This design comes from an exercise in tuning for small area, a short achievable clock period and few clock cycles on the open sky130 flow, not from production work. Only simulation tests tie the RTL to the original design; equivalence was not proved.

## flow/design.v (module list and top-level ports; edited modules follow where they fit)
// module FA: 4 lines
// module MTREE: 664 lines
// module ALU: 208 lines
module ALU(
    input clock,
    input reset,
    input start,
    input [63:0] inA,
    input [63:0] inB,
    input [ 4:0] opr,
    output signed [63:0] outAB,
    output done
);
  // ...
==> flow/flow/run.sh <==
#!/bin/bash
# The standard layout (standard.sh) with two repair settings changed; the clock period and
# the constraints stay the design's own:
#  - the setup repair aims for extra slack, so that repair_timing sizes and buffers the
#    design's real critical paths;
#  - the resizer may swap a cell for one of another footprint (a stronger drive).
# make's full output goes to flow_make.log here.
set -euo pipefail
export SETUP_SLACK_MARGIN=12
sed 's#"\${@:-finish}"#MATCH_CELL_FOOTPRINT=0 "${@:-finish}"#' standard.sh > flow_std.sh
grep -q MATCH_CELL_FOOTPRINT=0 flow_std.sh
bash flow_std.sh > flow_make.log 2>&1
==> flow/standard.sh <==
#!/bin/bash
# synth_recipe.tcl (not shown) runs the flow's synth.tcl, then flattens the netlist and writes it again
# the make line also repeats each setting of config.mk as NAME=value (left out here)
make -C /OpenROAD-flow-scripts/flow DESIGN_CONFIG=/design/flow/config.mk WORK_HOME=/design/flow/orfs CLKGATE_MAP_FILE= SYNTH_SCRIPT=/design/flow/synth_recipe.tcl "${@:-finish}"
==> flow/config.mk <==
export PLATFORM = sky130hd
export DESIGN_NAME = ALU
export DESIGN_NICKNAME = ALU
export VERILOG_FILES = /design/flow/design.v
export SDC_FILE = /design/flow/constraint.sdc
export NUM_CORES = 4
export LEC_CHECK = 0
export ABC_AREA = 1
export CAP_MARGIN = 20
export CORE_MARGIN = 2
export CORE_UTILIZATION = 45
export PLACE_DENSITY = 0.6
export SLEW_MARGIN = 20
==> flow/constraint.sdc <==
create_clock -name core_clock -period 17.0 [get_ports {clock}]
set_input_delay 3.4000 -clock core_clock [delete_from_list [all_inputs] [get_ports {clock}]]
set_output_delay 3.4000 -clock core_clock [all_outputs]
set_load 0.01 [all_outputs]
==> key figures, run 1 <==
Run status
  • Status: no timing/DRC/antenna violations

Floorplan
  • Core area: 83,560 um2
  • Die Footprint: 86,500 um2

Worst setup path
  • Max stage delay on crit path: 840 ps
  • Startpoint Class: input port
  • Most used cell, CP: nand2_1
  • R2R setup slack: about 12,000 ps
  • Critical path, cell by cell: clkdlybuf4s50_1 > nor2_1 > inv_1 > nand2_1 > o21ai_0 > nand2_1

Logic synthesis
  • Netlist cell types: 68
  • Most common cell in the netlist: nand2_1
  • Top cell type's share of synthesized area: 0.1348
  • Post-Synth Adder-Cell Area: 0.1847
  • Post-synth top flop: dfxtp_1
  • Simple-gate portion of the synthesized area: 0.2062

Layout
  • Most common cell after layout, fill and taps aside: nand2_1
  • Top Registers: xr (34), yr (34)
  • Layout clock area frac: 0.02328
  • Multi-input combinational cell area: just under 30,000 um2
  • Design area: roughly 44,000 um2

STA
  • Worst hold margin: 467.4 ps
  • Fin crit share: 0.3025

Clock network
  • Reg clk slew, reported paths: around 60 ps
  • Post-CTS Setup Bufs: 61

Place
  • Inst Count DP: between 6,000 and 7,000
  • Count of buffers from port buffering: 199

Routing
  • Routed Antenna Nets: 0
  • DRT met1 WL: 84,860 um

GRT
  • M3 GR Usage: 0.1605
Testbench counts, summed over its fixed seeds: cycles 85,665.
==> run 2, diff against run 1 <==
==> flow/flow/run.sh (replaced) <==
#!/bin/bash
# The standard layout (standard.sh) with three layout settings changed; the clock period
# and the constraints stay the design's own:
#  - the setup repair aims for extra slack, so that repair_timing sizes and buffers the
#    design's real critical paths;
#  - the resizer may swap a cell for one of another footprint (a stronger drive);
#  - every input and output port still gets its own buffer, a sky130_fd_sc_hd__buf_4.
# make's full output goes to flow_make.log here.
set -euo pipefail
export SETUP_SLACK_MARGIN=12
sed 's#"\${@:-finish}"#MATCH_CELL_FOOTPRINT=0 "BUFFER_PORTS_ARGS=-buffer_cell sky130_fd_sc_hd__buf_4" "${@:-finish}"#' standard.sh > flow_std.sh
grep -q MATCH_CELL_FOOTPRINT=0 flow_std.sh
bash flow_std.sh > flow_make.log 2>&1
==> run 2 against run 1 <==
Against the previous run: utilization decreased by 1.6 points; largest cell class unchanged; cell area decreased by 3.0%; critical path depth decreased by 2; routed wire length decreased by 0.53%; synthesized cell count unchanged; via count decreased by 0.90%; still clean on timing, DRC and antenna; cell count decreased by 0.83%; global-route usage increased by 0.20 points.
==> key figures, run 2 <==
Run status
  • Status: no timing/DRC/antenna violations (unchanged)

STA
  • Setup_tns: 0 ps (unchanged)
  • Setup violations, final: 0 (unchanged)
  • Worst hold margin: 458.1 ps (was 467.4 ps)
  • Maximum clock rate: 0.1998 GHz (was 0.1944 GHz)
  • Setup WS post-layout: 12,000 ps (was 11,860 ps)
  • Fin crit share: 0.2944 (was 0.3025)
  • Worst slew pin tran: 1263 ps (was 1059 ps)
  • RSZ-0062 raised after global routing: yes (unchanged)
  • Tmin final: 5004 ps (was 5143 ps)
  • Final hold violation count: 0 (unchanged)
  • Slew Viols, Final: 0 (unchanged)
  • Skew final: 25.84 ps (was 39.57 ps)
  • Slew HR: 0.1499 (was 0.2918)

Worst setup path
  • Most used cell, CP: nand2_1 (unchanged)
  • Critical path class: input port to flop (unchanged)
  • Crit path max-delay cell type: o21ai_0 (unchanged)
  • Critical path capture point type: flop (unchanged)
  • Reg-to-Reg Start: xr[0] (was st_pol)
  • Critical Path RT: 17,440 ps (was 17,480 ps)
  • Critical path, cell by cell: buf_6 > nand2_1 > o21ai_0 > nand2_1 (was clkdlybuf4s50_1 > nor2_1 > inv_1 > nand2_1 > o21ai_0 > nand2_1)
  • CP top delay family: compound AO/OA/AOI/OAI gates (unchanged)
  • Startpoint Class: input port (unchanged)
  • R2R cell count: 18 (was 16)
  • Worst-path fanout max: 36 (was 14)
  • Max stage delay on crit path: 990 ps (was 840 ps)
  • Worst Path Buf+Inv: 1 (was 2)
  • Crit. Startpoint: opr[1] (was opr[2])
  • CP arrival: 5440 ps (was 5620 ps)
  • Cell count along the critical path: 4 (was 6)

Logic synthesis
  • Seq/Total Area, Yosys: 0.1152 (unchanged)
  • Post-synth top flop: dfxtp_1 (unchanged)
  • Top cell type's share of synthesized area: 0.1348 (unchanged)
  • Mean post-synth cell area: 6.516 um2 (unchanged)
  • Area contributors post-synth: fa_1 13%, nand2_1 12%, dfxtp_1 11% (unchanged)
  • Yosys warnings: 609 (unchanged)
  • Asr flop ratio synth: 0 (unchanged)
  • EDFF count, synth: 6 (unchanged)
  • Seq cells post-synth: 215 (unchanged)
  • Synth Instances: 5,812 (unchanged)
  • Cell Area, Synth: 37,870 um2 (unchanged)
  • Most common cell in the netlist: nand2_1 (unchanged)
  • Commonest cells in the netlist: 1,212 x nand2_1, 686 x inv_1, 619 x o21ai_0 (unchanged)
  • Synth Net Count: 6,354 (unchanged)
  • Synth area leader: fa_1 (unchanged)
  • Netlist cell types: 68 (unchanged)

Clock network
  • Worst-skew pair later-pin latency: 630 ps (about the same)
  • TritonCTS clock tree: done (unchanged)
  • H-tree depth: 1 (unchanged)
  • Reg clk slew, reported paths: 60 ps (about the same)
  • CTS Buf Count: 28 (was 30)
  • CTS max path bufs: 3 (unchanged)
  • Post-CTS Hold Buffers: 0 (unchanged)
  • Clock Sinks: 215 (unchanged)
  • Root buf cell: clkbuf_16 (unchanged)

Place
  • Count of buffers from port buffering: 199 (unchanged)
  • Dpl hpwl: 169,500 um (was 167,100 um)
  • Gpl congestion: 1.119 (was 1.132)
  • Dpl ws: 10,530 ps (was 10,540 ps)

Routing
  • WL/cell: 32.13 um (was 32.03 um)
  • DR vias/cell: 6.537 (was 6.542)
  • Via count: 45,395 (was 45,805)
  • DR iter-0 viols: 7,174 (was 7,524)
  • Routed Antenna Nets: 0 (unchanged)
  • DRT Wirelength: 223,100 um (was 224,300 um)
  • First drt pass iteration count: 7 (was 10)
  • DRC: 0 (unchanged)

Layout
  • Fin util: 0.5111 (was 0.5268)
  • Commonest non-fill, non-tap cells in the layout: 1,192 x nand2_1, 666 x inv_1, 585 x o21ai_0, 357 x buf_4, 354 x a21oi_1 (was 1,191 x nand2_1, 636 x inv_1, 578 x o21ai_0, 353 x a21oi_1, 337 x o22ai_1)
  • Most common cell after layout, fill and taps aside: nand2_1 (unchanged)
  • Syn-to-layout area delta: 12.75% (was 16.23%)
  • Fin nets: 6,384 (was 6,432)
  • Top Registers: xr (34), yr (34) (unchanged)
  • Layout cell share with drive strength beyond 1: 0.1204 (was 0.1067)

Floorplan
  • Die span in x: 294.1 um (unchanged)
  • Floorplan row count: 106 (unchanged)
  • Die Footprint: 86,500 um2 (unchanged)
  • Core area: 83,560 um2 (unchanged)
  • IO Count: 201 (unchanged)
  • Starting Density: 0.4533 (unchanged)
  • Die height: 294.1 um (unchanged)

GRT
  • Vias in the first global route: 40,763 (was 40,996)
  • Met2 Resource Use GR: 0.6843 (was 0.6898)
  • Grt ovf: 0 (unchanged)
  • Top Usage Layer GRT: met2 (unchanged)
  • Initial antenna violation count: 9 (was 17)
  • Met1 GRT Util: 0.6661 (was 0.6647)
  • First-pass GRT wire length: 307,500 um (was 306,300 um)
  • Pin count of the biggest net entering global routing: 76 (was 83)
  • M3 GR Usage: 0.1732 (was 0.1605)
  • Global-route usage over all layers: 0.4981 (was 0.4962)

Min path
  • Hold Crit Class: flop to flop (unchanged)
  • Hold depth: 1 (unchanged)
  • Beginning of the worst hold path: regdone (unchanged)

Flow run
  • Max_cap viols: 0 (unchanged)
==> run 2: cell types whose count changed in the layout (fill, tap and decap cells not counted), moves of 7 or more <==
cell             before  now
inv_1               636  666
clkdlybuf4s50_1     156    0
diode_2               9    1
dfxtp_1             129  158
buf_4               189  357
dlymetal6s2s_1       41    0
buf_6                27   16
inv_2                34   16
dfxtp_4              54   19
clkinvlp_4           31   19
o21ai_0             578  585
==> run 2: timing repair <==
item | CTS | global route
setup endpoints to repair | 98 | 83
gates cloned | 4 | 6
setup buffers | 23 | 63
resized for setup | 110 | 184
pin swaps | 3 | 40
==> run 2: worst paths after layout <==
check / endpoint / slack (ps)
setup / recovery: yr[1] / 12000
hold / removal: busy / 460
setup reg to reg: cs_c[31] / 12030
hold reg to reg: busy / 460
==> run 2: logic make-up after synthesis <==
| kind of cell | synth area share |
|---|---|
| adder cells (fa/ha/maj) | 0.1847 |
| buffers and inverters | 0.1174 |
| XOR/XNOR | 0.1069 |
| AO/OA/AOI/OAI | 0.2552 |
| AND/OR/NAND/NOR | 0.2062 |
| multiplexers | 0.01427 |
| flip-flops | 0.1152 |
==> run 2: routing by layer <==
layer / part of all wire / vias up
li1: - / 19537
met1: 0.38 / 21493
met2: 0.39 / 3607
met3: 0.15 / 746
met4: 0.079 / 12
met5: 0.00036 / -
==> run 2: metrics by stage <==
step                      area (um2)  cells
final                          42700   6944
after global routing           42700   6943
after CTS                      41530   6874
after detailed placement       39930   6796
after global placement         39930   6796
after floorplan                37880   5812
==> run 2: layout make-up <==
| class | instances | area (um2) |
|---|---|---|
| Antenna cell | 1 | 2.502 |
| Timing Repair inverter | 3 | 17.52 |
| Clock inverter | 18 | 265.3 |
| Multi-Input combinational cell | 4473 | 29620 |
| Tap cell | 1080 | 1351 |
| Inverter | 716 | 2774 |
| Sequential cell | 215 | 4476 |
| Clock buffer | 33 | 750.7 |
| Fill cell | 8681 | 40850 |
| Timing Repair Buffer | 405 | 3446 |
==> run 3, diff against run 2 <==
--- a/flow/config.mk
+++ b/flow/config.mk
@@ -12,2 +12,4 @@
 export PLACE_DENSITY = 0.6
 export SLEW_MARGIN = 20
+export SYNTH_HIERARCHICAL = 1
+export SYNTH_MINIMUM_KEEP_SIZE = 0
==> run 3 against run 2 <==
Against the previous run: via count rose by 2.9%; largest cell class unchanged; non-clock buffer count fell by 67; maximum frequency fell by 2.1%; global-route usage fell by 0.60 points; area after synthesis rose by 3.4%; die area rose by 3.3%; worst hold slack got worse by 1.7 ps; worst setup slack got worse by 110 ps; first-iteration DRC count fell by 5.2%.
==> key figures, run 3 <==
Layout
  • Layout cell share with drive strength beyond 1: 0.09470 (was 0.1204)
  • Fin nets: 6,615 (was 6,384)
  • Fin util: 0.4911 (was 0.5111)
  • Syn-to-layout area delta: 8.478% (was 12.75%)
  • Design area: 42,470 um2 (was 42,700 um2)
  • Top Registers: xr (34), yr (34) (unchanged)
  • Most common cell after layout, fill and taps aside: nand2_1 (unchanged)
  • Commonest non-fill, non-tap cells in the layout: 1,586 x nand2_1, 748 x o21ai_0, 528 x inv_1, 356 x a21oi_1, 344 x xor2_1 (was 1,192 x nand2_1, 666 x inv_1, 585 x o21ai_0, 357 x buf_4, 354 x a21oi_1)

Floorplan
  • Die Footprint: 89,380 um2 (was 86,500 um2)
  • Die height: 299.0 um (was 294.1 um)
  • Die span in x: 299.0 um (was 294.1 um)
  • IO Count: 201 (unchanged)
  • Core area: 86,480 um2 (was 83,560 um2)
  • Floorplan row count: 108 (was 106)
  • Starting Density: 0.4527 (was 0.4533)

GRT
  • Global-route usage over all layers: 0.4922 (was 0.4981)
  • Vias in the first global route: 42,500 (was 40,763)
  • Initial antenna violation count: 20 (was 9)
  • First-pass GRT wire length: 314,400 um (was 307,500 um)
  • Pin count of the biggest net entering global routing: 93 (was 76)
  • Grt ovf: 0 (unchanged)

Logic synthesis
  • Cell Area, Synth: 39,150 um2 (was 37,870 um2)
  • Synth Net Count: 6,710 (was 6,354)
  • Commonest cells in the netlist: 1,600 x nand2_1, 767 x o21ai_0, 547 x inv_1 (was 1,212 x nand2_1, 686 x inv_1, 619 x o21ai_0)
  • Mean post-synth cell area: 6.367 um2 (was 6.516 um2)
  • Seq/Total Area, Yosys: 0.1115 (was 0.1152)
  • Synth Instances: 6,149 (was 5,812)
  • EDFF count, synth: 6 (unchanged)
  • Asr flop ratio synth: 0 (unchanged)
  • Synth area leader: nand2_1 (was fa_1)
  • Most common cell in the netlist: nand2_1 (unchanged)
  • Top cell type's share of synthesized area: 0.1534 (was 0.1348)
  • Seq cells post-synth: 215 (unchanged)
  • Area contributors post-synth: nand2_1 15%, fa_1 14%, dfxtp_1 11% (was fa_1 13%, nand2_1 12%, dfxtp_1 11%)
  • Post-synth top flop: dfxtp_1 (unchanged)
  • Netlist cell types: 68 (unchanged)
  • Yosys warnings: 615 (was 609)

Routing
  • Routed Antenna Nets: 0 (unchanged)
  • DR iter-0 viols: 6,798 (was 7,174)
  • Via count: 46,705 (was 45,395)
  • First drt pass iteration count: 7 (unchanged)
  • WL/cell: 31.68 um (was 32.13 um)
  • DRT Wirelength: 229,600 um (was 223,100 um)
  • DR vias/cell: 6.444 (was 6.537)
  • DRC: 0 (unchanged)

STA
  • Tmin final: 5114 ps (was 5004 ps)
  • Slew HR: 0.2461 (was 0.1499)
  • Skew final: 39.96 ps (was 25.84 ps)
  • Setup_tns: 0 ps (unchanged)
  • Final hold violation count: 0 (unchanged)
  • Fin crit share: 0.3008 (was 0.2944)
  • Setup violations, final: 0 (unchanged)
  • Maximum clock rate: 0.1956 GHz (was 0.1998 GHz)
  • Worst slew pin tran: 1125 ps (was 1263 ps)
  • RSZ-0062 raised after global routing: yes (unchanged)
  • Slew Viols, Final: 0 (unchanged)

Place
  • Count of buffers from port buffering: 199 (unchanged)
  • Placement Cell Area: 40,510 um2 (was 39,930 um2)
  • Dpl hpwl: 175,300 um (was 169,500 um)
  • Gpl congestion: 1.120 (was 1.119)

Clock network
  • Worst-skew pair later-pin latency: 610 ps (was 630 ps)
  • Post-CTS Hold Buffers: 0 (unchanged)
  • Root buf cell: clkbuf_16 (unchanged)
  • H-tree depth: 1 (unchanged)
  • CTS Buf Count: 27 (was 28)
  • Clock Sinks: 215 (unchanged)
  • Reg clk slew, reported paths: 70 ps (was 60 ps)
  • TritonCTS clock tree: done (unchanged)
  • CTS max path bufs: 3 (unchanged)

Worst setup path
  • Startpoint Class: flop (was input port)
  • Critical Path RT: 17,500 ps (was 17,440 ps)
  • Worst-path fanout max: 36 (unchanged)
  • Critical path class: flop to flop (was input port to flop)
  • Critical path capture point type: flop (unchanged)
  • CP arrival: 5610 ps (was 5440 ps)

Flow run
  • Max_cap viols: 0 (unchanged)

Run status
  • Status: no timing/DRC/antenna violations (unchanged)

Min path
  • Hold Crit Class: flop to flop (unchanged)
run 3: final cells by class:
class / count / area [um2]
Clock inverter: 16 / 185.2
Multi-Input combinational cell: 4893 / 30590
Fill cell: 9280 / 44010
Clock buffer: 31 / 720.7
Inverter: 576 / 2275
Timing Repair inverter: 3 / 17.52
Tap cell: 1155 / 1445
Antenna cell: 21 / 52.55
Timing Repair Buffer: 338 / 2748
Sequential cell: 215 / 4438
run 3: worst paths after layout:
path / from / to / slack (ps) / depth (start not counted)
max: st_pol / xr[27] / 11890 / 17
max reg2reg: st_pol / xr[27] / 11890 / 17
min: regdone / busy / 460 / 1
min reg2reg: regdone / busy / 460 / 1
run 3: logic make-up after synthesis:
| family | synth area share |
|---|---|
| flip-flops | 0.1115 |
| AND/OR/NAND/NOR | 0.2427 |
| adder cells (fa/ha/maj) | 0.1878 |
| XOR/XNOR | 0.08689 |
| buffers and inverters | 0.1165 |
| multiplexers | 0.01227 |
| AO/OA/AOI/OAI | 0.2424 |
run 3: Yosys stat by module (local to each module, per instance):
module / flip-flops and latches / cells / times used
ALU: 215 / 4601 / 1
FA: 0 / 1 / 271
MTREE: 0 / 1277 / 1
run 3: metal layers:
| metal | routed length [um] | share of wire | global-route usage | vias up |
|---|---|---|---|---|
| li1 | - | - | - | 20200 |
| met1 | 84290 | 0.37 | 0.6168 | 22058 |
| met2 | 92420 | 0.40 | 0.7041 | 3479 |
| met3 | 30630 | 0.13 | 0.1496 | 950 |
| met4 | 22150 | 0.096 | 0.3793 | 18 |
| met5 | 130 | 0.00057 | 0 | - |
run 3: what timing repair did:
action                     4_1_cts  5_1_grt
cloned                           2        6
setup buffers                   13       23
resized for setup              102      102
setup endpoints to repair       98       79
pin swaps                        4        3
run 3: stage by stage:
stage                     hold slack, ps  worst slack, ps  cells
after floorplan                    488.8            12120   6149
after global placement             443.1            10830   7136
after CTS                          448.2            12000   7198
after detailed placement           434.8            10810   7136
after global routing               482.8            11880   7228
final                              456.3            11890   7248
run 3: critical path: stages (launching register included):
cell	delay, ps
dfxtp_4	550
buf_4	550
nand2_1	470
nand2_1	180
ha_1	350
a21o_1	220
a31oi_1	250
o21ai_0	230
a21oi_1	220
nand3_1	180
nand2_1	450
inv_2	220
nand2_1	310
o21ai_1	210
a21oi_1	340
nor2_1	80
nand2_1	100
nand2_1	50
==> run 4, diff against run 3 <==
--- a/flow/flow/run.sh
+++ b/flow/flow/run.sh
@@ -8,5 +8,5 @@
 # make's full output goes to flow_make.log here.
 set -euo pipefail
-export SETUP_SLACK_MARGIN=12
+export SETUP_SLACK_MARGIN=12.6
 sed 's#"\${@:-finish}"#MATCH_CELL_FOOTPRINT=0 "BUFFER_PORTS_ARGS=-buffer_cell sky130_fd_sc_hd__buf_4" "${@:-finish}"#' standard.sh > flow_std.sh
 grep -q MATCH_CELL_FOOTPRINT=0 flow_std.sh
--- a/flow/config.mk
+++ b/flow/config.mk
@@ -12,4 +12,2 @@
 export PLACE_DENSITY = 0.6
 export SLEW_MARGIN = 20
-export SYNTH_HIERARCHICAL = 1
-export SYNTH_MINIMUM_KEEP_SIZE = 0
==> run 4 against run 3 <==
Against the previous run: register-to-register slack improved by 210 ps; utilization grew 8.0 points; clock-buffer cell count up 5; global-route usage grew 3.2 points; synthesized cell count shrank 5.5%; routed wire length grew 2.7%; cell area up 12%; critical path depth decreased by 1; first-iteration DRC count increased by 11%.
==> key figures, run 4 <==
Run status
  • Status: no timing/DRC/antenna violations (unchanged)

Worst setup path
  • Critical Path RT: 17,560 ps (was 17,500 ps)
  • Crit path max-delay cell type: dfxtp_2 (was dfxtp_4)
  • Critical path capture point type: flop (unchanged)
  • CP top delay family: adder cells (was simple AND/OR/NAND/NOR gates)
  • Worst-path fanout max: 6 (was 36)
  • Critical path class: flop to flop (unchanged)
  • Startpoint Class: flop (unchanged)
  • Max stage delay on crit path: 560 ps (was 550 ps)
  • CP arrival: 5460 ps (was 5610 ps)
  • Worst Path Buf+Inv: 1 (was 2)
  • Most used cell, CP: fa_1 (was nand2_1)
  • Critical path, cell by cell: inv_1 > a21oi_4 > o21a_4 > o22ai_1 > xor2_1 > fa_1 > fa_1 > fa_1 > fa_1 > xnor2_1 > xor2_1 > xor2_1 > xor2_2 > nand3b_1 > nand3_2 > nand2_1 (was buf_4 > nand2_1 > nand2_1 > ha_1 > a21o_1 > a31oi_1 > o21ai_0 > a21oi_1 > nand3_1 > nand2_1 > inv_2 > nand2_1 > o21ai_1 > a21oi_1 > nor2_1 > nand2_1 > nand2_1)

Logic synthesis
  • Asr flop ratio synth: 0 (unchanged)
  • Yosys warnings: 609 (was 615)
  • Synth Instances: 5,812 (was 6,149)
  • Seq/Total Area, Yosys: 0.1152 (was 0.1115)
  • Seq cells post-synth: 215 (unchanged)
  • Post-synth top flop: dfxtp_1 (unchanged)
  • Mean post-synth cell area: 6.516 um2 (was 6.367 um2)
  • Most common cell in the netlist: nand2_1 (unchanged)
  • Netlist cell types: 68 (unchanged)
  • Top cell type's share of synthesized area: 0.1348 (was 0.1534)
  • EDFF count, synth: 6 (unchanged)
  • Area contributors post-synth: fa_1 13%, nand2_1 12%, dfxtp_1 11% (was nand2_1 15%, fa_1 14%, dfxtp_1 11%)
  • Cell Area, Synth: 37,870 um2 (was 39,150 um2)
  • Commonest cells in the netlist: 1,212 x nand2_1, 686 x inv_1, 619 x o21ai_0 (was 1,600 x nand2_1, 767 x o21ai_0, 547 x inv_1)
  • Synth area leader: fa_1 (was nand2_1)
  • Synth Net Count: 6,354 (was 6,710)

Floorplan
  • Starting Density: 0.4533 (was 0.4527)
  • Core area: 83,560 um2 (was 86,480 um2)
  • Floorplan row count: 106 (was 108)
  • Die Footprint: 86,500 um2 (was 89,380 um2)
  • IO Count: 201 (unchanged)
  • Die span in x: 294.1 um (was 299.0 um)
  • Die height: 294.1 um (was 299.0 um)

STA
  • Setup WS post-layout: 12,100 ps (was 11,890 ps)
  • Slew Viols, Final: 0 (unchanged)
  • Final hold violation count: 0 (unchanged)
  • Tmin final: 4899 ps (was 5114 ps)
  • Setup violations, final: 0 (unchanged)
  • RSZ-0062 raised after global routing: yes (unchanged)
  • Fin crit share: 0.2882 (was 0.3008)
  • Skew final: 15.23 ps (was 39.96 ps)
  • Slew HR: 0.3002 (was 0.2461)
  • Worst slew pin tran: 1050 ps (was 1125 ps)
  • Maximum clock rate: 0.2041 GHz (was 0.1956 GHz)
  • Setup_tns: 0 ps (unchanged)

Clock network
  • CTS max path bufs: 3 (unchanged)
  • Root buf cell: clkbuf_16 (unchanged)
  • Worst-skew pair later-pin latency: 620 ps (was 610 ps)
  • TritonCTS clock tree: done (unchanged)
  • Post-CTS Hold Buffers: 0 (unchanged)
  • Clock Sinks: 215 (unchanged)
  • CTS Buf Count: 29 (was 27)
  • Reg clk slew, reported paths: 70 ps (about the same)
  • H-tree depth: 1 (unchanged)

GRT
  • Initial antenna violation count: 17 (was 20)
  • Global-route usage over all layers: 0.5244 (was 0.4922)
  • Pin count of the biggest net entering global routing: 75 (was 93)
  • Vias in the first global route: 43,263 (was 42,500)
  • Grt ovf: 0 (unchanged)
  • First-pass GRT wire length: 323,400 um (was 314,400 um)

Layout
  • Fin util: 0.5707 (was 0.4911)
  • Layout cell share with drive strength beyond 1: 0.2237 (was 0.09470)
  • Commonest non-fill, non-tap cells in the layout: 1,156 x nand2_1, 610 x inv_1, 462 x o21ai_0, 419 x buf_4, 314 x a21oi_1 (was 1,586 x nand2_1, 748 x o21ai_0, 528 x inv_1, 356 x a21oi_1, 344 x xor2_1)
  • Most common cell after layout, fill and taps aside: nand2_1 (unchanged)
  • Syn-to-layout area delta: 25.90% (was 8.478%)
  • Top Registers: xr (34), yr (34) (unchanged)
  • Design area: 47,680 um2 (was 42,470 um2)
  • Fin nets: 6,604 (was 6,615)

Routing
  • WL/cell: 32.86 um (was 31.68 um)
  • Top Metal Used: met5 (unchanged)
  • DRT met1 WL: 86,560 um (was 84,290 um)
  • Routed Antenna Nets: 0 (unchanged)
  • DR iter-0 viols: 7,565 (was 6,798)
  • DRC: 0 (unchanged)
  • Met2 WL: 91,690 um (was 92,420 um)
  • Via count: 47,556 (was 46,705)
  • DR vias/cell: 6.628 (was 6.444)
  • DRT Wirelength: 235,800 um (was 229,600 um)
  • DR WL met3: 36,610 um (was 30,630 um)
  • First drt pass iteration count: 10 (was 7)

Place
  • Placement Cell Area: 40,040 um2 (was 40,510 um2)
  • Count of buffers from port buffering: 199 (unchanged)
  • Gpl congestion: 1.107 (was 1.120)
  • Dpl hpwl: 168,900 um (was 175,300 um)
  • Dpl ws: 10,830 ps (was 10,810 ps)

Flow run
  • Max_cap viols: 0 (unchanged)

Min path
  • Hold Crit Class: flop to flop (unchanged)
## run 4: repair_timing
action	in CTS	in global routing
setup buffers	188	100
resized for setup	724	422
pin swaps	115	152
setup endpoints to repair	220	177
cloned	25	6
## run 4: final timing paths
path	startpoint	to	slack, ps	depth (start not counted)
setup / recovery	yr[16]	cs_c[31]	12100	16
hold / removal	regdone	busy	490	1
setup reg to reg	yr[16]	cs_c[31]	12100	16
hold reg to reg	regdone	busy	490	1
## run 4: logic make-up (layout without fill, tap and decap cells)
| group | after synthesis | after routing | synth area share |
|---|---|---|---|
| flip-flops | 215 | 215 | 0.1152 |
| adder cells (fa/ha/maj) | 406 | 406 | 0.1847 |
| AO/OA/AOI/OAI | 1653 | 1653 | 0.2552 |
| multiplexers | 54 | 54 | 0.01427 |
| buffers and inverters | 1125 | 1396 | 0.1174 |
| XOR/XNOR | 459 | 459 | 0.1069 |
| other | 0 | 10 | 0 |
| AND/OR/NAND/NOR | 1900 | 1902 | 0.2062 |
## run 4: worst reg2reg max path: stages, from the launching register on
cell,delay [ps]
dfxtp_2,560
inv_1,170
a21oi_4,210
o21a_4,220
o22ai_1,100
xor2_1,190
fa_1,540
fa_1,520
fa_1,520
fa_1,490
xnor2_1,200
xor2_1,190
xor2_1,250
xor2_2,290
nand3b_1,170
nand3_2,130
nand2_1,90
## run 4: area by class of cell
| cell class | instances | area [um2] |
|---|---|---|
| clock inverter | 18 | 215.2 |
| multi-input combinational | 4474 | 31480 |
| fill | 8189 | 35870 |
| timing repair buffer | 620 | 6138 |
| clock buffer | 36 | 834.6 |
| inverter | 716 | 2937 |
| tap | 1080 | 1351 |
| antenna | 10 | 25.02 |
| sequential | 215 | 4653 |
| timing repair inverter | 6 | 46.29 |
## run 4: metal layers
layer | GRT usage | vias up
met4 | 0.3522 | 16
li1 | - | 19994
met2 | 0.7269 | 3997
met1 | 0.6734 | 22500
met3 | 0.1941 | 1049
met5 | 0 | -
## run 4: through the flow
step,hold slack [ps],instances
after floorplan,482.0,5812
after global placement,509.2,6791
after detailed placement,505.1,6792
after CTS,486.8,7059
after global routing,499.2,7166
final,491.7,7175
==> run 5, diff against run 4 <==
--- a/flow/flow/run.sh
+++ b/flow/flow/run.sh
@@ -8,5 +8,5 @@
 # make's full output goes to flow_make.log here.
 set -euo pipefail
-export SETUP_SLACK_MARGIN=12.6
+export SETUP_SLACK_MARGIN=12
 sed 's#"\${@:-finish}"#MATCH_CELL_FOOTPRINT=0 "BUFFER_PORTS_ARGS=-buffer_cell sky130_fd_sc_hd__buf_4" "${@:-finish}"#' standard.sh > flow_std.sh
 grep -q MATCH_CELL_FOOTPRINT=0 flow_std.sh
--- a/flow/config.mk
+++ b/flow/config.mk
@@ -10,4 +10,4 @@
 export CORE_MARGIN = 2
 export CORE_UTILIZATION = 45
-export PLACE_DENSITY = 0.6
+export PLACE_DENSITY = 0.7
 export SLEW_MARGIN = 20
==> run 5 against run 4 <==
Against the previous run: highest routed layer unchanged; worst setup slack got worse by 340 ps; register-to-register slack worse by 70 ps; critical path depth shrank 12; via count is 4.0% lower; utilization decreased by 5.7 points; first-iteration DRC count increased by 7.6%; largest cell class unchanged; area after synthesis is the same; die area unchanged; cell area shrank 10%; non-clock buffer count shrank 210.
==> key figures, run 5 <==
Routing
  • DRT Wirelength: 221,200 um (was 235,800 um)
  • DR iter-0 viols: 8,138 (was 7,565)
  • First drt pass iteration count: 7 (was 10)
  • DR vias/cell: 6.560 (was 6.628)
  • Via count: 45,657 (was 47,556)
  • Routed Antenna Nets: 0 (unchanged)
  • DRC: 0 (unchanged)
  • WL/cell: 31.79 um (was 32.86 um)

Layout
  • Design area: 42,910 um2 (was 47,680 um2)
  • Syn-to-layout area delta: 13.30% (was 25.90%)
  • Top Registers: xr (34), yr (34) (unchanged)
  • Most common cell after layout, fill and taps aside: nand2_1 (unchanged)
  • Sequential cell area: 4489 um2 (was 4653 um2)
  • Fin nets: 6,394 (was 6,604)
  • Fill count: 8,516 (was 8,189)
  • Multi-input combinational cell area: 29,680 um2 (was 31,480 um2)
  • Commonest non-fill, non-tap cells in the layout: 1,191 x nand2_1, 664 x inv_1, 582 x o21ai_0, 358 x buf_4, 352 x a21oi_1 (was 1,156 x nand2_1, 610 x inv_1, 462 x o21ai_0, 419 x buf_4, 314 x a21oi_1)
  • Layout cell share with drive strength beyond 1: 0.1263 (was 0.2237)
  • Fin util: 0.5136 (was 0.5707)

Logic synthesis
  • Commonest cells in the netlist: 1,212 x nand2_1, 686 x inv_1, 619 x o21ai_0 (unchanged)
  • Mean post-synth cell area: 6.516 um2 (unchanged)
  • Post-synth top flop: dfxtp_1 (unchanged)
  • Most common cell in the netlist: nand2_1 (unchanged)
  • Asr flop ratio synth: 0 (unchanged)
  • EDFF count, synth: 6 (unchanged)
  • Yosys warnings: 609 (unchanged)
  • Synth Net Count: 6,354 (unchanged)
  • Seq cells post-synth: 215 (unchanged)
  • Cell Area, Synth: 37,870 um2 (unchanged)
  • Netlist cell types: 68 (unchanged)
  • Synth area leader: fa_1 (unchanged)
  • Seq/Total Area, Yosys: 0.1152 (unchanged)
  • Top cell type's share of synthesized area: 0.1348 (unchanged)
  • Synth Instances: 5,812 (unchanged)
  • Area contributors post-synth: fa_1 13%, nand2_1 12%, dfxtp_1 11% (unchanged)

Min path
  • Hold depth: 1 (unchanged)
  • Beginning of the worst hold path: regdone (unchanged)
  • Hold Crit Class: flop to flop (unchanged)

Clock network
  • Clock Sinks: 215 (unchanged)
  • H-tree depth: 1 (unchanged)
  • Worst-skew pair later-pin latency: 620 ps (about the same)
  • TritonCTS clock tree: done (unchanged)
  • CTS max path bufs: 3 (unchanged)
  • CTS Buf Count: 29 (unchanged)
  • Reg clk slew, reported paths: 60 ps (was 70 ps)
  • Root buf cell: clkbuf_16 (unchanged)

STA
  • Worst slew pin tran: 1153 ps (was 1050 ps)
  • Skew final: 15.83 ps (was 15.23 ps)
  • RSZ-0062 raised after global routing: yes (unchanged)
  • Fin crit share: 0.3081 (was 0.2882)
  • Setup violations, final: 0 (unchanged)
  • Final hold violation count: 0 (unchanged)
  • Slew Viols, Final: 0 (unchanged)
  • Slew HR: 0.2286 (was 0.3002)
  • Maximum clock rate: 0.1910 GHz (was 0.2041 GHz)
  • Tmin final: 5237 ps (was 4899 ps)
  • Worst hold margin: 459.7 ps (was 491.7 ps)
  • Setup_tns: 0 ps (unchanged)

Place
  • Placement Cell Area: 39,810 um2 (was 40,040 um2)
  • Count of buffers from port buffering: 199 (unchanged)
  • Dpl hpwl: 165,500 um (was 168,900 um)
  • Gpl congestion: 1.151 (was 1.107)

Floorplan
  • Die height: 294.1 um (unchanged)
  • IO Count: 201 (unchanged)
  • Die span in x: 294.1 um (unchanged)
  • Floorplan row count: 106 (unchanged)
  • Die Footprint: 86,500 um2 (unchanged)
  • Starting Density: 0.4533 (unchanged)
  • Core area: 83,560 um2 (unchanged)

GRT
  • Grt ovf: 0 (unchanged)
  • Initial antenna violation count: 11 (was 17)
  • First-pass GRT wire length: 302,700 um (was 323,400 um)
  • Global-route usage over all layers: 0.4874 (was 0.5244)
  • Vias in the first global route: 41,282 (was 43,263)
  • Pin count of the biggest net entering global routing: 86 (was 75)

Worst setup path
  • Crit. Startpoint: opr[1] (was yr[16])
  • CP top delay family: compound AO/OA/AOI/OAI gates (was adder cells)
  • CP arrival: 5700 ps (was 5460 ps)
  • Critical path, cell by cell: buf_4 > nand2_1 > o21ai_0 > nand2_1 (was inv_1 > a21oi_4 > o21a_4 > o22ai_1 > xor2_1 > fa_1 > fa_1 > fa_1 > fa_1 > xnor2_1 > xor2_1 > xor2_1 > xor2_2 > nand3b_1 > nand3_2 > nand2_1)
  • Crit path max-delay cell type: o21ai_0 (was dfxtp_2)
  • Critical path capture point type: flop (unchanged)
  • Reg-to-Reg Start: kf (was yr[16])
  • Critical path class: input port to flop (was flop to flop)
  • Startpoint Class: input port (was flop)
  • Cell count along the critical path: 4 (was 16)
  • Critical Path RT: 17,460 ps (was 17,560 ps)
  • R2R setup slack: 12,030 ps (was 12,100 ps)
  • Worst-path fanout max: 36 (was 6)
  • R2R cell count: 22 (was 16)
  • Max stage delay on crit path: 1100 ps (was 560 ps)
  • Most used cell, CP: nand2_1 (was fa_1)
  • Worst Path Buf+Inv: 1 (unchanged)

Flow run
  • Max_cap viols: 0 (unchanged)

Run status
  • Status: no timing/DRC/antenna violations (unchanged)
-- run 5: metal layers --
layer / global-route usage / part of all wire / vias to the layer above
met5: 0.009075 / 0.00082 / -
met4: 0.3102 / 0.086 / 18
met3: 0.1796 / 0.16 / 852
met2: 0.6748 / 0.39 / 3830
met1: 0.6327 / 0.37 / 21396
li1: - / - / 19561
-- run 5: worst paths after layout --
path | endpoint
worst max register to register | cs_c[31]
worst max-delay path | yr[1]
worst min-delay path | busy
worst min register to register | busy
-- run 5: through the flow --
step / std cells / worst slack, ps
6_report: 6960 / 11760
5_1_grt: 6955 / 11820
4_1_cts: 6860 / 11770
3_5_place_dp: 6779 / 10580
3_3_place_gp: 6779 / 10560
2_1_floorplan: 5812 / 12020
-- run 5: kinds of logic (layout without fill, tap and decap cells) --
group                    count (synthesis)  in the layout  synth area share
buffers and inverters                 1125           1186            0.1174
XOR/XNOR                               459            459            0.1069
flip-flops                             215            215            0.1152
AO/OA/AOI/OAI                         1653           1653            0.2552
adder cells (fa/ha/maj)                406            406            0.1847
AND/OR/NAND/NOR                       1900           1902            0.2062
multiplexers                            54             54           0.01427
other                                    0              5                 0
-- run 5: worst register-to-register path, stage by stage, from the launching register on --
cell and delay (ps):
dfxtp_4 380, buf_12 160, a21oi_1 190, o211ai_1 190
buf_6 200, o22ai_1 170, xnor2_1 130, fa_1 520
fa_1 510, fa_1 520, inv_2 50, fa_2 390
inv_2 70, fa_2 210, xnor2_2 110, xor2_1 250
xor2_1 280, xor2_1 180, nand2_1 90, nand2_1 80
nand2_1 60, nand3_2 100, nand2_1 60
-- run 5: final cells by class --
type,instances,share of cell area
multi-input cells,4474,0.6918
flip-flops and latches,215,0.1046
repair buffers,410,0.08234
inverters,716,0.06491
well taps,1080,0.03149
clock buffers,39,0.01992
clock inverters,15,0.003820
repair inverters,6,0.0008164
diodes,5,0.0002916
-- run 5: what timing repair did --
item,CTS,global route
hold endpoints to repair,0,0
setup buffers,25,80
hold buffers,0,0
pin swaps,2,37
endpoints found under the setup margin,117,74
gates resized for setup,116,210
cloned,2,15
==> run 6, diff against run 5 <==
--- a/flow/config.mk
+++ b/flow/config.mk
@@ -9,5 +9,5 @@
 export CAP_MARGIN = 20
 export CORE_MARGIN = 2
-export CORE_UTILIZATION = 45
-export PLACE_DENSITY = 0.7
+export CORE_UTILIZATION = 50
+export PLACE_DENSITY = 0.65
 export SLEW_MARGIN = 20
==> run 6 against run 5 <==
Against the previous run: via count is essentially flat; synthesized cell count is the same; sequential share of layout area up 0.20 points; global-route usage is 3.6 points higher; maximum frequency is 2.9% higher; cell area shrank 2.3%; die area down 9.9%; register-to-register slack worse by 70 ps.
==> key figures, run 6 <==
Worst setup path
  • Critical path capture point type: flop (unchanged)
  • Critical path class: input port to flop (unchanged)
  • Worst-path fanout max: 36 (unchanged)
  • CP arrival: 5520 ps (was 5700 ps)
  • Critical Path RT: 17,430 ps (was 17,460 ps)
  • Startpoint Class: input port (unchanged)

GRT
  • Global-route usage over all layers: 0.5237 (was 0.4874)
  • First-pass GRT wire length: 294,700 um (was 302,700 um)
  • Initial antenna violation count: 14 (was 11)
  • Grt ovf: 0 (unchanged)
  • Pin count of the biggest net entering global routing: 106 (was 86)
  • Vias in the first global route: 40,831 (was 41,282)

Floorplan
  • Die height: 279.2 um (was 294.1 um)
  • Core area: 74,700 um2 (was 83,560 um2)
  • Die span in x: 279.2 um (was 294.1 um)
  • Starting Density: 0.5070 (was 0.4533)
  • IO Count: 201 (unchanged)
  • Die Footprint: 77,960 um2 (was 86,500 um2)
  • Floorplan row count: 100 (was 106)

Layout
  • Most common cell after layout, fill and taps aside: nand2_1 (unchanged)
  • Top Registers: xr (34), yr (34) (unchanged)
  • Layout cell share with drive strength beyond 1: 0.1141 (was 0.1263)
  • Commonest non-fill, non-tap cells in the layout: 1,193 x nand2_1, 667 x inv_1, 597 x o21ai_0, 360 x a21oi_1, 337 x buf_4 (was 1,191 x nand2_1, 664 x inv_1, 582 x o21ai_0, 358 x buf_4, 352 x a21oi_1)
  • Syn-to-layout area delta: 10.75% (was 13.30%)
  • Fin nets: 6,356 (was 6,394)
  • Fin util: 0.5615 (was 0.5136)
  • Fill count: 7,525 (was 8,516)
  • Final cell count without fillers: 6,814 (was 6,960)

Logic synthesis
  • Mean post-synth cell area: 6.516 um2 (unchanged)
  • Post-synth top flop: dfxtp_1 (unchanged)
  • EDFF count, synth: 6 (unchanged)
  • Commonest cells in the netlist: 1,212 x nand2_1, 686 x inv_1, 619 x o21ai_0 (unchanged)
  • Synth Net Count: 6,354 (unchanged)
  • Seq cells post-synth: 215 (unchanged)
  • Top cell type's share of synthesized area: 0.1348 (unchanged)
  • Netlist cell types: 68 (unchanged)
  • Yosys warnings: 609 (unchanged)
  • Seq/Total Area, Yosys: 0.1152 (unchanged)
  • Most common cell in the netlist: nand2_1 (unchanged)
  • Synth Instances: 5,812 (unchanged)
  • Cell Area, Synth: 37,870 um2 (unchanged)
  • Synth area leader: fa_1 (unchanged)
  • Area contributors post-synth: fa_1 13%, nand2_1 12%, dfxtp_1 11% (unchanged)
  • Asr flop ratio synth: 0 (unchanged)

Clock network
  • Clock Sinks: 215 (unchanged)
  • H-tree depth: 1 (unchanged)
  • CTS max path bufs: 3 (unchanged)
  • CTS Buf Count: 29 (unchanged)
  • Worst-skew pair later-pin latency: 620 ps (about the same)
  • Reg clk slew, reported paths: 60 ps (about the same)
  • Root buf cell: clkbuf_16 (unchanged)
  • TritonCTS clock tree: done (unchanged)

Routing
  • Routed Antenna Nets: 0 (unchanged)
  • Via count: 45,644 (was 45,657)
  • DRC: 0 (unchanged)
  • First drt pass iteration count: 7 (unchanged)
  • WL/cell: 31.27 um (was 31.79 um)
  • DR vias/cell: 6.699 (was 6.560)
  • DR iter-0 viols: 8,070 (was 8,138)
  • DRT Wirelength: 213,100 um (was 221,200 um)

STA
  • Slew Viols, Final: 0 (unchanged)
  • RSZ-0062 raised after global routing: yes (unchanged)
  • Fin crit share: 0.2995 (was 0.3081)
  • Tmin final: 5091 ps (was 5237 ps)
  • Setup_tns: 0 ps (unchanged)
  • Final hold violation count: 0 (unchanged)
  • Worst slew pin tran: 1246 ps (was 1153 ps)
  • Slew HR: 0.1633 (was 0.2286)
  • Maximum clock rate: 0.1964 GHz (was 0.1910 GHz)
  • Setup violations, final: 0 (unchanged)
  • Skew final: 23.88 ps (was 15.83 ps)

Place
  • Gpl congestion: 1.137 (was 1.151)
  • Inst Count DP: 6,675 (was 6,779)
  • Dpl hpwl: 160,600 um (was 165,500 um)
  • Count of buffers from port buffering: 199 (unchanged)

Min path
  • Hold Crit Class: flop to flop (unchanged)

Run status
  • Status: no timing/DRC/antenna violations (unchanged)

Flow run
  • Max_cap viols: 0 (unchanged)
run 6: changes by cell type in the layout (fill, tap and decap cells not counted), moves of 7 or more:
cell / previous run / this run
dfxtp_1: 151 / 158
o21ai_1: 41 / 30
buf_4: 358 / 337
buf_12: 15 / 7
o21ai_0: 582 / 597
a21oi_1: 352 / 360
run 6: through the flow:
stage	hold slack [ps]	cell area, um2	worst slack [ps]
6_report	460.5	41940	11910
5_1_grt	504.8	41920	11790
4_1_cts	461.9	40980	11800
3_5_place_dp	451.4	39710	10690
3_3_place_gp	447.8	39710	10730
2_1_floorplan	482.0	37880	12020
run 6: what timing repair did:
action | in CTS | in global routing
hold buffers | 0 | 0
gates resized for setup | 86 | 142
setup endpoints to repair | 94 | 75
pin swaps | 5 | 37
gates cloned | 3 | 10
setup buffers | 15 | 49
run 6: cell families (layout without fill, tap and decap cells):
family / count (synthesis) / after routing / synth area share
AND/OR/NAND/NOR: 1900 / 1901 / 0.2062
flip-flops: 215 / 215 / 0.1152
XOR/XNOR: 459 / 459 / 0.1069
buffers and inverters: 1125 / 1149 / 0.1174
adder cells (fa/ha/maj): 406 / 406 / 0.1847
multiplexers: 54 / 54 / 0.01427
AO/OA/AOI/OAI: 1653 / 1653 / 0.2552
other: 0 / 8 / 0
run 6: path summary, 6_finish.rpt:
check / start / endpoint / slack [ps] / cells after the start
setup / recovery: opr[1] / yr[28] / 11910 / 4
hold / removal: regdone / busy / 460 / 1
setup reg to reg: yr[1] / cs_c[31] / 11960 / 18
hold reg to reg: regdone / busy / 460 / 1
run 6: worst max-delay path, stage by stage:
cell,delay (ps)
buf_6,290
nand2_1,590
o21ai_0,940
nand2_1,230
run 6: cell type report:
cell class | count | area [um2] | area share
Antenna cell | 8 | 20.02 | 0.0004773
Clock buffer | 35 | 799.5 | 0.01906
Clock inverter | 19 | 131.4 | 0.003132
Inverter | 716 | 2768 | 0.06598
Multi-Input combinational cell | 4473 | 29470 | 0.7026
Sequential cell | 215 | 4471 | 0.1066
Tap cell | 969 | 1212 | 0.02891
Timing Repair Buffer | 372 | 3035 | 0.07237
Timing Repair inverter | 7 | 37.54 | 0.0008949
run 6: layer usage:
| layer | wire (um) | track usage | vias to the layer above |
|---|---|---|---|
| li1 | - | - | 19484 |
| met1 | 77720 | 0.6865 | 21183 |
| met2 | 79500 | 0.6987 | 4034 |
| met3 | 35740 | 0.1952 | 929 |
| met4 | 19990 | 0.3733 | 14 |
| met5 | 146 | 0 | - |
==> run 7, diff against run 6 <==
--- a/flow/config.mk
+++ b/flow/config.mk
@@ -12,2 +12,4 @@
 export PLACE_DENSITY = 0.65
 export SLEW_MARGIN = 20
+export SYNTH_HIERARCHICAL = 1
+export SYNTH_MINIMUM_KEEP_SIZE = 0
==> run 7 against run 6 <==
Against the previous run: die area increased by 3.3%; critical path type unchanged; sequential share of layout area decreased by 0.20 points; still clean on timing, DRC and antenna; non-clock buffer count decreased by 26.
==> key figures, run 7 <==
Layout
  • Final cell count without fillers: 7,141 (was 6,814)
  • Fill count: 8,102 (was 7,525)
  • Sequential cell area: 4448 um2 (was 4471 um2)
  • Layout cell share with drive strength beyond 1: 0.09638 (was 0.1141)
  • Most common cell after layout, fill and taps aside: nand2_1 (unchanged)
  • Fin nets: 6,621 (was 6,356)
  • Commonest non-fill, non-tap cells in the layout: 1,583 x nand2_1, 745 x o21ai_0, 528 x inv_1, 354 x a21oi_1, 344 x xor2_1 (was 1,193 x nand2_1, 667 x inv_1, 597 x o21ai_0, 360 x a21oi_1, 337 x buf_4)
  • Top Registers: xr (34), yr (34) (unchanged)
  • Multi-input combinational cell area: 30,570 um2 (was 29,470 um2)
  • Syn-to-layout area delta: 8.657% (was 10.75%)
  • Design area: 42,540 um2 (was 41,940 um2)

Clock network
  • TritonCTS clock tree: done (unchanged)
  • Root buf cell: clkbuf_16 (unchanged)
  • Worst-skew pair later-pin latency: 610 ps (was 620 ps)
  • Clock Sinks: 215 (unchanged)
  • CTS Buf Count: 26 (was 29)
  • CTS max path bufs: 3 (unchanged)
  • Reg clk slew, reported paths: 70 ps (was 60 ps)
  • H-tree depth: 1 (unchanged)

Routing
  • WL/cell: 30.99 um (was 31.27 um)
  • DRC: 0 (unchanged)
  • DR vias/cell: 6.646 (was 6.699)
  • DRT Wirelength: 221,300 um (was 213,100 um)
  • First drt pass iteration count: 9 (was 7)
  • Routed Antenna Nets: 0 (unchanged)
  • DR iter-0 viols: 7,387 (was 8,070)
  • Via count: 47,458 (was 45,644)

GRT
  • Pin count of the biggest net entering global routing: 171 (was 106)
  • Vias in the first global route: 42,787 (was 40,831)
  • Global-route usage over all layers: 0.5227 (was 0.5237)
  • Initial antenna violation count: 23 (was 14)
  • First-pass GRT wire length: 304,800 um (was 294,700 um)
  • Grt ovf: 0 (unchanged)

Flow run
  • Max_cap viols: 0 (unchanged)

Worst setup path
  • Critical path capture point type: flop (unchanged)
  • R2R setup slack: 11,970 ps (was 11,960 ps)
  • Crit path max-delay cell type: nor4_1 (was o21ai_0)
  • CP top delay family: simple AND/OR/NAND/NOR gates (was compound AO/OA/AOI/OAI gates)
  • Cell count along the critical path: 8 (was 4)
  • Crit. Startpoint: inB[23] (was opr[1])
  • Reg-to-Reg Start: xr[25] (was yr[1])
  • Max stage delay on crit path: 510 ps (was 940 ps)
  • Critical Path RT: 17,550 ps (was 17,430 ps)
  • CP endpoint: zr[0] (was yr[28])
  • CP arrival: 5620 ps (was 5520 ps)
  • Worst-path fanout max: 4 (was 36)
  • R2R cell count: 13 (was 18)
  • Critical path class: input port to flop (unchanged)
  • Most used cell, CP: nor4_1 (was nand2_1)
  • Reg-to-Reg End: cs_c[31] (unchanged)
  • Worst Path Buf+Inv: 2 (was 1)
  • Critical path, cell by cell: buf_4 > inv_1 > o22ai_1 > nor4_1 > nand4_1 > nor4_1 > nand2_1 > nand3_1 (was buf_6 > nand2_1 > o21ai_0 > nand2_1)
  • Startpoint Class: input port (unchanged)

STA
  • Setup WS post-layout: 11,920 ps (was 11,910 ps)
  • RSZ-0062 raised after global routing: yes (unchanged)
  • Tmin final: 5076 ps (was 5091 ps)
  • Setup_tns: 0 ps (unchanged)
  • Setup violations, final: 0 (unchanged)
  • Slew Viols, Final: 0 (unchanged)
  • Slew HR: 0.1259 (was 0.1633)
  • Maximum clock rate: 0.1970 GHz (was 0.1964 GHz)
  • Fin crit share: 0.2986 (was 0.2995)
  • Skew final: 43.60 ps (was 23.88 ps)
  • Final hold violation count: 0 (unchanged)
  • Worst slew pin tran: 1302 ps (was 1246 ps)

Min path
  • Hold Crit Class: flop to flop (unchanged)

Place
  • Gpl congestion: 1.135 (was 1.137)
  • Dpl hpwl: 167,200 um (was 160,600 um)
  • Placement Cell Area: 40,290 um2 (was 39,710 um2)
  • Inst Count DP: 7,011 (was 6,675)
  • Count of buffers from port buffering: 199 (unchanged)
  • Dpl ws: 11,020 ps (was 10,690 ps)

Logic synthesis
  • Synth Net Count: 6,710 (was 6,354)
  • Seq cells post-synth: 215 (unchanged)
  • Area contributors post-synth: nand2_1 15%, fa_1 14%, dfxtp_1 11% (was fa_1 13%, nand2_1 12%, dfxtp_1 11%)
  • Yosys warnings: 615 (was 609)
  • Asr flop ratio synth: 0 (unchanged)
  • Mean post-synth cell area: 6.367 um2 (was 6.516 um2)
  • Cell Area, Synth: 39,150 um2 (was 37,870 um2)
  • Post-synth top flop: dfxtp_1 (unchanged)
  • Netlist cell types: 68 (unchanged)
  • Seq/Total Area, Yosys: 0.1115 (was 0.1152)
  • EDFF count, synth: 6 (unchanged)
  • Synth Instances: 6,149 (was 5,812)
  • Most common cell in the netlist: nand2_1 (unchanged)
  • Synth area leader: nand2_1 (was fa_1)
  • Commonest cells in the netlist: 1,600 x nand2_1, 767 x o21ai_0, 547 x inv_1 (was 1,212 x nand2_1, 686 x inv_1, 619 x o21ai_0)
  • Top cell type's share of synthesized area: 0.1534 (was 0.1348)

Floorplan
  • Floorplan row count: 102 (was 100)
  • Core area: 77,470 um2 (was 74,700 um2)
  • IO Count: 201 (unchanged)
  • Die Footprint: 80,560 um2 (was 77,960 um2)
  • Die span in x: 283.8 um (was 279.2 um)
  • Starting Density: 0.5054 (was 0.5070)
  • Die height: 283.8 um (was 279.2 um)

Run status
  • Status: no timing/DRC/antenna violations (unchanged)
-- run 7: cell families after synthesis --
logic type                 Yosys count  share of synthesized area
AOI/OAI and AO/OA                 1688                     0.2424
xor gates and xnor gates           385                    0.08689
adders and majority gates          425                     0.1878
buffers and inverters             1043                     0.1165
DFF                                215                     0.1115
muxes                               48                    0.01227
and+or+nand+nor                   2345                     0.2427
-- run 7: worst min-delay path by stage --
stage,from,end,slack [ps],depth (start not counted)
detailed placement,regdone,busy,440,1
global route,regdone,busy,480,1
floorplan,regdone,busy,490,1
finish,regdone,busy,470,1
CTS,regdone,busy,460,1
global placement,regdone,busy,440,1
-- run 7: repair_timing --
item,CTS,global route
hold buffers,0,0
setup endpoints to repair,100,79
resized for setup,90,138
buffers inserted,21,32
cloned,1,6
pin swaps,4,10
endpoints found under the hold margin,0,0
-- run 7: worst register-to-register path, stage by stage, from the launching register on --
cell and delay (ps):
dfxtp_2 510, inv_1 280, nor2_1 270, inv_1 160, o21ai_1 210, xor2_1 220, fa_1 480, fa_1 570
fa_1 450, fa_1 400, fa_1 460, fa_1 600, nand3_1 170, o21ai_0 140
-- run 7: cell type report --
class	count	share of cell area
inverters	576	0.05403
diodes	21	0.001235
multi-input cells	4893	0.7187
clock inverters	17	0.005529
well taps	1040	0.03059
flip-flops and latches	215	0.1046
clock buffers	31	0.01694
repair buffers	346	0.06821
repair inverters	2	0.0002353
-- run 7: modules after synthesis (local to each module, per instance) --
| module | copies in the design | cell area [um2] |
|---|---|---|
| ALU | 1 | 26440 |
| FA | 271 | 20.02 |
| MTREE | 1 | 7289 |
-- run 7: per-stage QoR --
stage	util	hold WS, ps
2_1_floorplan	-	488.8
3_3_place_gp	0.5201	437.5
3_5_place_dp	0.5201	443.4
4_1_cts	0.5386	459.6
5_1_grt	0.5485	480.4
6_report	0.5491	465.3
-- run 7: metal layers --
metal	part of all wire	GRT usage
met3	0.15	0.2051
met2	0.40	0.7360
met1	0.35	0.6304
met4	0.10	0.4160
met5	0.00070	0
==> run 8, diff against run 7 <==
--- a/flow/flow/run.sh
+++ b/flow/flow/run.sh
@@ -8,5 +8,5 @@
 # make's full output goes to flow_make.log here.
 set -euo pipefail
-export SETUP_SLACK_MARGIN=12
+export SETUP_SLACK_MARGIN=11.8
 sed 's#"\${@:-finish}"#MATCH_CELL_FOOTPRINT=0 "BUFFER_PORTS_ARGS=-buffer_cell sky130_fd_sc_hd__buf_4" "${@:-finish}"#' standard.sh > flow_std.sh
 grep -q MATCH_CELL_FOOTPRINT=0 flow_std.sh
--- a/flow/config.mk
+++ b/flow/config.mk
@@ -12,4 +12,2 @@
 export PLACE_DENSITY = 0.65
 export SLEW_MARGIN = 20
-export SYNTH_HIERARCHICAL = 1
-export SYNTH_MINIMUM_KEEP_SIZE = 0
==> run 8 against run 7 <==
Against the previous run: first-iteration DRC count rose by 14%; routed wire length decreased by 2.7%; still clean; clock skew down 21 ps; critical path type unchanged; clock-buffer cell count stayed put.
==> key figures, run 8 <==
STA
  • Tmin final: 5151 ps (was 5076 ps)
  • Fin crit share: 0.3030 (was 0.2986)
  • Skew final: 22.30 ps (was 43.60 ps)
  • RSZ-0062 raised after global routing: yes (unchanged)
  • Worst slew pin tran: 1169 ps (was 1302 ps)
  • Slew HR: 0.2124 (was 0.1259)
  • Maximum clock rate: 0.1941 GHz (was 0.1970 GHz)
  • Worst hold margin: 447.4 ps (was 465.3 ps)
  • Slew Viols, Final: 0 (unchanged)
  • Setup_tns: 0 ps (unchanged)
  • Setup WS post-layout: 11,850 ps (was 11,920 ps)
  • Final hold violation count: 0 (unchanged)
  • Setup violations, final: 0 (unchanged)

Logic synthesis
  • Synth Net Count: 6,354 (was 6,710)
  • Netlist cell types: 68 (unchanged)
  • Seq/Total Area, Yosys: 0.1152 (was 0.1115)
  • Top cell type's share of synthesized area: 0.1348 (was 0.1534)
  • Yosys warnings: 609 (was 615)
  • Cell Area, Synth: 37,870 um2 (was 39,150 um2)
  • Commonest cells in the netlist: 1,212 x nand2_1, 686 x inv_1, 619 x o21ai_0 (was 1,600 x nand2_1, 767 x o21ai_0, 547 x inv_1)
  • Synth area leader: fa_1 (was nand2_1)
  • Synth Instances: 5,812 (was 6,149)
  • Seq cells post-synth: 215 (unchanged)
  • Area contributors post-synth: fa_1 13%, nand2_1 12%, dfxtp_1 11% (was nand2_1 15%, fa_1 14%, dfxtp_1 11%)
  • Mean post-synth cell area: 6.516 um2 (was 6.367 um2)
  • Most common cell in the netlist: nand2_1 (unchanged)
  • Post-synth top flop: dfxtp_1 (unchanged)
  • Asr flop ratio synth: 0 (unchanged)
  • EDFF count, synth: 6 (unchanged)

Clock network
  • Root buf cell: clkbuf_16 (unchanged)
  • Clock Sinks: 215 (unchanged)
  • Reg clk slew, reported paths: 70 ps (about the same)
  • CTS Buf Count: 28 (was 26)
  • Post-CTS Hold Buffers: 0 (unchanged)
  • TritonCTS clock tree: done (unchanged)
  • H-tree depth: 1 (unchanged)
  • Worst-skew pair later-pin latency: 620 ps (was 610 ps)
  • CTS max path bufs: 3 (unchanged)

Place
  • Placement Cell Area: 39,720 um2 (was 40,290 um2)
  • Dpl ws: 10,640 ps (was 11,020 ps)
  • Count of buffers from port buffering: 199 (unchanged)
  • Gpl congestion: 1.120 (was 1.135)
  • Dpl hpwl: 163,800 um (was 167,200 um)

Layout
  • Most common cell after layout, fill and taps aside: nand2_1 (unchanged)
  • Top Registers: xr (34), yr (34) (unchanged)
  • Fill count: 7,493 (was 8,102)
  • Fin nets: 6,331 (was 6,621)
  • Syn-to-layout area delta: 10.36% (was 8.657%)
  • Commonest non-fill, non-tap cells in the layout: 1,196 x nand2_1, 669 x inv_1, 593 x o21ai_0, 358 x a21oi_1, 339 x o22ai_1 (was 1,583 x nand2_1, 745 x o21ai_0, 528 x inv_1, 354 x a21oi_1, 344 x xor2_1)
  • Layout cell share with drive strength beyond 1: 0.1070 (was 0.09638)
  • Design area: 41,800 um2 (was 42,540 um2)

Routing
  • DR vias/cell: 6.725 (was 6.646)
  • Via count: 45,645 (was 47,458)
  • First drt pass iteration count: 7 (was 9)
  • DRT Wirelength: 215,400 um (was 221,300 um)
  • WL/cell: 31.73 um (was 30.99 um)
  • DR iter-0 viols: 8,416 (was 7,387)
  • Routed Antenna Nets: 0 (unchanged)
  • DRC: 0 (unchanged)

GRT
  • Initial antenna violation count: 9 (was 23)
  • Pin count of the biggest net entering global routing: 99 (was 171)
  • Vias in the first global route: 41,095 (was 42,787)
  • First-pass GRT wire length: 297,700 um (was 304,800 um)
  • Global-route usage over all layers: 0.5295 (was 0.5227)
  • Grt ovf: 0 (unchanged)

Floorplan
  • Die Footprint: 77,960 um2 (was 80,560 um2)
  • Die span in x: 279.2 um (was 283.8 um)
  • Starting Density: 0.5070 (was 0.5054)
  • Floorplan row count: 100 (was 102)
  • IO Count: 201 (unchanged)
  • Die height: 279.2 um (was 283.8 um)
  • Core area: 74,700 um2 (was 77,470 um2)

Run status
  • Status: no timing/DRC/antenna violations (unchanged)

Worst setup path
  • CP arrival: 5650 ps (was 5620 ps)
  • Startpoint Class: input port (unchanged)
  • Critical Path RT: 17,500 ps (was 17,550 ps)
  • Critical path class: input port to flop (unchanged)
  • Critical path capture point type: flop (unchanged)
  • Worst-path fanout max: 36 (was 4)

Flow run
  • Max_cap viols: 0 (unchanged)

Min path
  • Hold Crit Class: flop to flop (unchanged)
## run 8: layout make-up
cell class                      instances  area, um2  area share
Multi-Input combinational cell       4473      29430      0.7040
Timing Repair Buffer                  351       2887     0.06906
Clock inverter                         21      252.7    0.006047
Timing Repair inverter                  4      20.02   0.0004790
Sequential cell                       215       4486      0.1073
Tap cell                              969       1212     0.02901
Antenna cell                            7      17.52   0.0004191
Inverter                              716       2763     0.06610
Clock buffer                           31      733.2     0.01754
## run 8: cell families after synthesis
kind of cell,count (synthesis),share of synthesized area
compound gates,1653,0.2552
simple gates,1900,0.2062
xor+xnor,459,0.1069
mux,54,0.01427
fa+ha+maj,406,0.1847
buf+inv,1125,0.1174
flops,215,0.1152
## run 8: metrics by stage
| step | instances | util |
|---|---|---|
| after floorplan | 5812 | - |
| after global placement | 6675 | 0.5318 |
| after detailed placement | 6675 | 0.5318 |
| after CTS | 6742 | 0.5495 |
| after global routing | 6780 | 0.5593 |
| final | 6787 | 0.5595 |
## run 8: critical path, cell delays in order
cell        delay [ps]
buf_4              260
nand2_1            120
buf_4              440
clkinvlp_4         540
nor2_1             270
o21ai_0            360
inv_1              140
nand2_1             60
## run 8: final timing paths
kind           start       end  slack, ps  cells after the start
max           opr[1]    yr[23]      11850                      8
min          regdone      busy        450                      1
min reg2reg  regdone      busy        450                      1
max reg2reg    xr[2]  cs_c[31]      11890                     16
## run 8: metal layers
metal / global-route usage / wire, um / part of all wire
met4: 0.3470 / 18940 / 0.088
met5: 0.01063 / 206 / 0.00096
met2: 0.7301 / 82720 / 0.38
met1: 0.6849 / 77850 / 0.36
met3: 0.1978 / 35660 / 0.17
## run 8: timing repair
item / in CTS / in global routing
endpoints found under the setup margin: 70 / 62
gates cloned: 2 / 8
resized for setup: 75 / 139
buffers inserted: 13 / 30
pin swaps: 2 / 9

==> separate check: timing with driven ports <==
In the flow no input, the clock included, has a driving cell. The finished layouts below were timed again as built, in two steps. Step 1 (the two cells are an assumption about what drives the block):
set clk [get_ports {clock}]
set_driving_cell -lib_cell sky130_fd_sc_hd__clkbuf_16 $clk
set_driving_cell -lib_cell sky130_fd_sc_hd__buf_2 [delete_from_list [all_inputs] $clk]
Step 2, shift: input delay + t, output delay - t, t = (earliest + latest rising clock arrival at the registers) / 2. This alone moves slack from input paths to output paths. Three values: ideal, step 1, step 2; two values: the first two.
run	shift t [ns]	setup WS [ns]	clock arrival spread, ns	worst data-port slew with drivers (ns)	pins driven straight from the clock port
run 1	0.676	11.857 / 11.893 / 11.216	0.041 / 0.041	0.07	1
run 2	0.679	11.996 / 12.017 / 11.338	0.025 / 0.026	0.06	1
run 3	0.667	11.886 / 11.859 / 11.335	0.040 / 0.040	0.10	1
run 4	0.677	12.101 / 12.101 / 11.672	0.015 / 0.015	0.07	1
run 5	0.687	11.763 / 11.803 / 11.116	0.016 / 0.016	0.07	1
run 6	0.680	11.909 / 11.858 / 11.264	0.024 / 0.025	0.05	1
run 7	0.660	11.925 / 11.855 / 11.312	0.043 / 0.044	0.10	1
run 8	0.680	11.849 / 11.837 / 11.213	0.022 / 0.022	0.05	1
After both steps setup and hold are still met in every run listed. For run 2, which loses most, drivers alone change the setup slack by +0.021 ns; drivers and shift together by -0.658 ns.
